Source: an optimization exercise on an open RTL-to-GDS flow (aim: small area and a short achievable clock period). Production flows keep margins and buffers that such runs may drop.
RTL that was checked went through simulation tests only; none was proved equivalent to the original.

## the reference run
==> flow/design.v (excerpt) <==
module systolic_array_os #(
    DATA_WIDTH = 16,
    ACC_WIDTH = 64
    )(
    input logic clk,
    input logic rstn,
    input logic acc_en,
    input logic signed [DATA_WIDTH-1:0] data_0_i,
    input logic signed [DATA_WIDTH-1:0] data_1_i,
    input logic signed [DATA_WIDTH-1:0] data_2_i,
    input logic signed [DATA_WIDTH-1:0] data_3_i,
    input logic signed [DATA_WIDTH-1:0] weight_0_i,
    input logic signed [DATA_WIDTH-1:0] weight_1_i,
    input logic signed [DATA_WIDTH-1:0] weight_2_i,
    input logic signed [DATA_WIDTH-1:0] weight_3_i,
    output logic signed [ACC_WIDTH-1:0] acc_res_pe0_o,
    output logic signed [ACC_WIDTH-1:0] acc_res_pe1_o,
    output logic signed [ACC_WIDTH-1:0] acc_res_pe2_o,
    output logic signed [ACC_WIDTH-1:0] acc_res_pe3_o,
    output logic signed [ACC_WIDTH-1:0] acc_res_pe4_o,
    output logic signed [ACC_WIDTH-1:0] acc_res_pe5_o,
    output logic signed [ACC_WIDTH-1:0] acc_res_pe6_o,
    output logic signed [ACC_WIDTH-1:0] acc_res_pe7_o,
    output logic signed [ACC_WIDTH-1:0] acc_res_pe8_o,
    output logic signed [ACC_WIDTH-1:0] acc_res_pe9_o,
    output logic signed [ACC_WIDTH-1:0] acc_res_pe10_o,
    output logic signed [ACC_WIDTH-1:0] acc_res_pe11_o,
    output logic signed [ACC_WIDTH-1:0] acc_res_pe12_o,
    output logic signed [ACC_WIDTH-1:0] acc_res_pe13_o,
    output logic signed [ACC_WIDTH-1:0] acc_res_pe14_o,
    output logic signed [ACC_WIDTH-1:0] acc_res_pe15_o
    );
Size: ~17000 cells after synthesis, roughly 1500 flip-flops, ~0.17 mm2 of cells after synthesis.
export LEC_CHECK = 0
export CAP_MARGIN = 20
export CORE_MARGIN = 2
export CORE_UTILIZATION = 40
export CTS_CLUSTER_DIAMETER = 120
export CTS_CLUSTER_SIZE = 24
export SETUP_SLACK_MARGIN = 4.5
export SLEW_MARGIN = 20
create_clock -name core_clock -period 10.0 [get_ports {clk}]
standard.sh (not shown) runs the stock make flow with config.mk's settings and CLKGATE_MAP_FILE= SYNTH_SCRIPT=/design/flow/synth_recipe.tcl, a recipe that flattens the netlist after the stock synthesis.
==> flow/flow/run.sh <==
#!/bin/bash
# Layout flow: the standard flow (standard.sh) with these changes.
#  1. Synthesis maps the RTL's one-bit adder modules (fa_x, ha_x) straight
#     onto the library's full and half adder cells (fa_map.v), before Yosys's
#     "synth" runs, and skips the quick ABC pass inside "synth" (-noabc).
#     The compressor trees then come out exactly as the RTL writes them, and
#     extract_fa only looks for further full adders (-fa): the half adders
#     are all written out, and the ones it would find are parts of other
#     logic that it could only build with inverters around them.
#  3. Every input and output port still gets its own buffer, but a plain
#     buffer cell (BUF_CELL) rather than the delay buffer buffer_ports picks
#     by itself; timing repair resizes them as needed.
# Each tool's output goes to synth.log and layout.log here (and ORFS's own
# logs under orfs/logs).
set -euo pipefail
BUF_CELL=sky130_fd_sc_hd__buf_1
HERE=$PWD
cp flow/abc.script abc.script
cp flow/fa_map.v fa_map.v
{
  echo 'proc synth {args} {'
  echo '  if {[lsearch -exact $args ":fine"] >= 0 && ![info exists ::adders_mapped]} {'
  echo '    set ::adders_mapped 1'
  echo "    yosys techmap -map $HERE/fa_map.v"
  echo '  }'
  echo '  yosys synth -nofsm -noshare -noabc {*}$args'
  echo '}'
  echo 'proc extract_fa {args} { yosys extract_fa -fa {*}$args }'
  echo 'proc abc {args} {'
  echo '  set i [lsearch -exact $args -script]'
  echo "  if {\$i >= 0} { set args [lreplace \$args \$i [expr {\$i+1}] -script $HERE/abc.script] }"
  echo '  yosys abc {*}$args'
  echo '}'
  tail -n +2 synth_recipe.tcl
} > my_synth.tcl
head -1 synth_recipe.tcl | grep -q 'proc synth'
sed "s#SYNTH_SCRIPT=[^ ]*#SYNTH_SCRIPT=$HERE/my_synth.tcl#" standard.sh > my_standard.sh
grep -q 'my_synth.tcl' my_standard.sh
bash my_standard.sh synth > synth.log 2>&1
export BUFFER_PORTS_ARGS="-buffer_cell $BUF_CELL"
bash standard.sh > layout.log 2>&1
==> flow/flow/abc.script <==
strash
dch
map -D 1500
topo
stime -c
buffer -c
upsize -c
dnsize -c
==> flow/flow/fa_map.v <==
// Maps the RTL's one-bit adders (fa_x, ha_x) onto the library's adder cells.
module fa_x (input a, input b, input c, output s, output co);
  sky130_fd_sc_hd__fa_1 _TECHMAP_REPLACE_ (.A(a), .B(b), .CIN(c), .SUM(s), .COUT(co));
endmodule

module ha_x (input a, input b, output s, output co);
  sky130_fd_sc_hd__ha_1 _TECHMAP_REPLACE_ (.A(a), .B(b), .SUM(s), .COUT(co));
endmodule
The reference run: done, clean on timing, DRC and antenna
--- input diff the reference run..the trial run ---
diff --git a/flow/config.mk b/flow/config.mk
--- a/flow/config.mk
+++ b/flow/config.mk
@@ -13 +13 @@
-export SETUP_SLACK_MARGIN = 4.5
+export SETUP_SLACK_MARGIN = 4.9
### Flow results
- Run comparison: the reference run slowest library cell on the worst path sky130_fd_sc_hd__fa_1; the trial run slowest library cell on the worst path sky130_fd_sc_hd__dfrtp_2
- Looking only at worst slack after detailed placement, and setting everything else aside, the higher value of the reference run and the trial run goes to the reference run.
- Compared to the reference run, the trial run has length in cells of the worst reg-to-reg path 1 lower.
- Routing usage on met1 (the trial run over the reference run): increase, 0.81 points
- | cell area | the trial run vs the reference run | 0.017 mm2 higher |

========
systolic_array_os, a different RTL version from the one above (not shown whole).
For scale: ~17000 cells after synthesis, roughly 1500 flip-flops, ~1200 I/O pins, ~170000 sq um of cells after synthesis.
Settings: LEC_CHECK=0, CAP_MARGIN=20, CORE_MARGIN=2, CORE_UTILIZATION=40, CTS_CLUSTER_DIAMETER=120, CTS_CLUSTER_SIZE=24, SETUP_SLACK_MARGIN=4.0, SLEW_MARGIN=20; clock period 10.0 ns.
Scripts as last shown in full above: flow/flow/run.sh, flow/flow/abc.script, flow/flow/fa_map.v
Change:
--- a/flow/config.mk
+++ b/flow/config.mk
@@ -9,6 +9,4 @@
 export CORE_MARGIN = 2
 export CORE_UTILIZATION = 40
-export CTS_CLUSTER_DIAMETER = 120
-export CTS_CLUSTER_SIZE = 24
 export SETUP_SLACK_MARGIN = 4.0
 export SLEW_MARGIN = 20
Outcome: Cell area came out higher by 2.1%. Die area is unchanged. Clock-buffer cell count came out higher by 131. Synthesized cell count is unchanged. Sequential cell count is unchanged. Synthesized area is unchanged. Global-route usage came out higher by 0.18 points.
Function was not checked in any run of this note: the RTL went through the layout flow alone.

## re-timing with driven ports
In the flow no input, the clock included, has a driving cell. The finished layouts below were timed again as built, in two steps. Step 1 sets driving cells, clkbuf_16 on the clock port and buf_2 on the other inputs (assumed; they add their load-dependent delay and slew). Step 2 adds t to the input delays and takes it off the output delays; t is the mean of the earliest and latest rising clock arrival at the registers after step 1. Input paths then give back, and output paths get back, about the clock's delay inside the block. a / b / c = ideal / step 1 / step 2; a / b = the first two.
| run | shift t [ns] | slack for setup (ns) | hold slack, ns | worst register clock-pin slew, ns |
|---|---|---|---|---|
| the reference run | 1.019 | 4.481 / 4.385 / 3.523 | 0.497 / 0.497 / 0.497 | 0.11 / 0.11 |
| the trial run | 1.009 | 4.375 / 4.259 / 3.905 | 0.482 / 0.482 / 0.482 | 0.11 / 0.11 |
| the first run of note 2 | 1.023 | 4.153 / 4.037 / 3.314 | 0.504 / 0.504 / 0.504 | 0.11 / 0.11 |
| the second run of note 2 | 1.050 | 4.175 / 4.058 / 3.282 | 0.491 / 0.491 / 0.491 | 0.08 / 0.08 |
After both steps every run listed still meets setup and hold. The setup slack of the reference run, which loses most, moves by -0.096 ns with the drivers and by -0.958 ns with both steps.
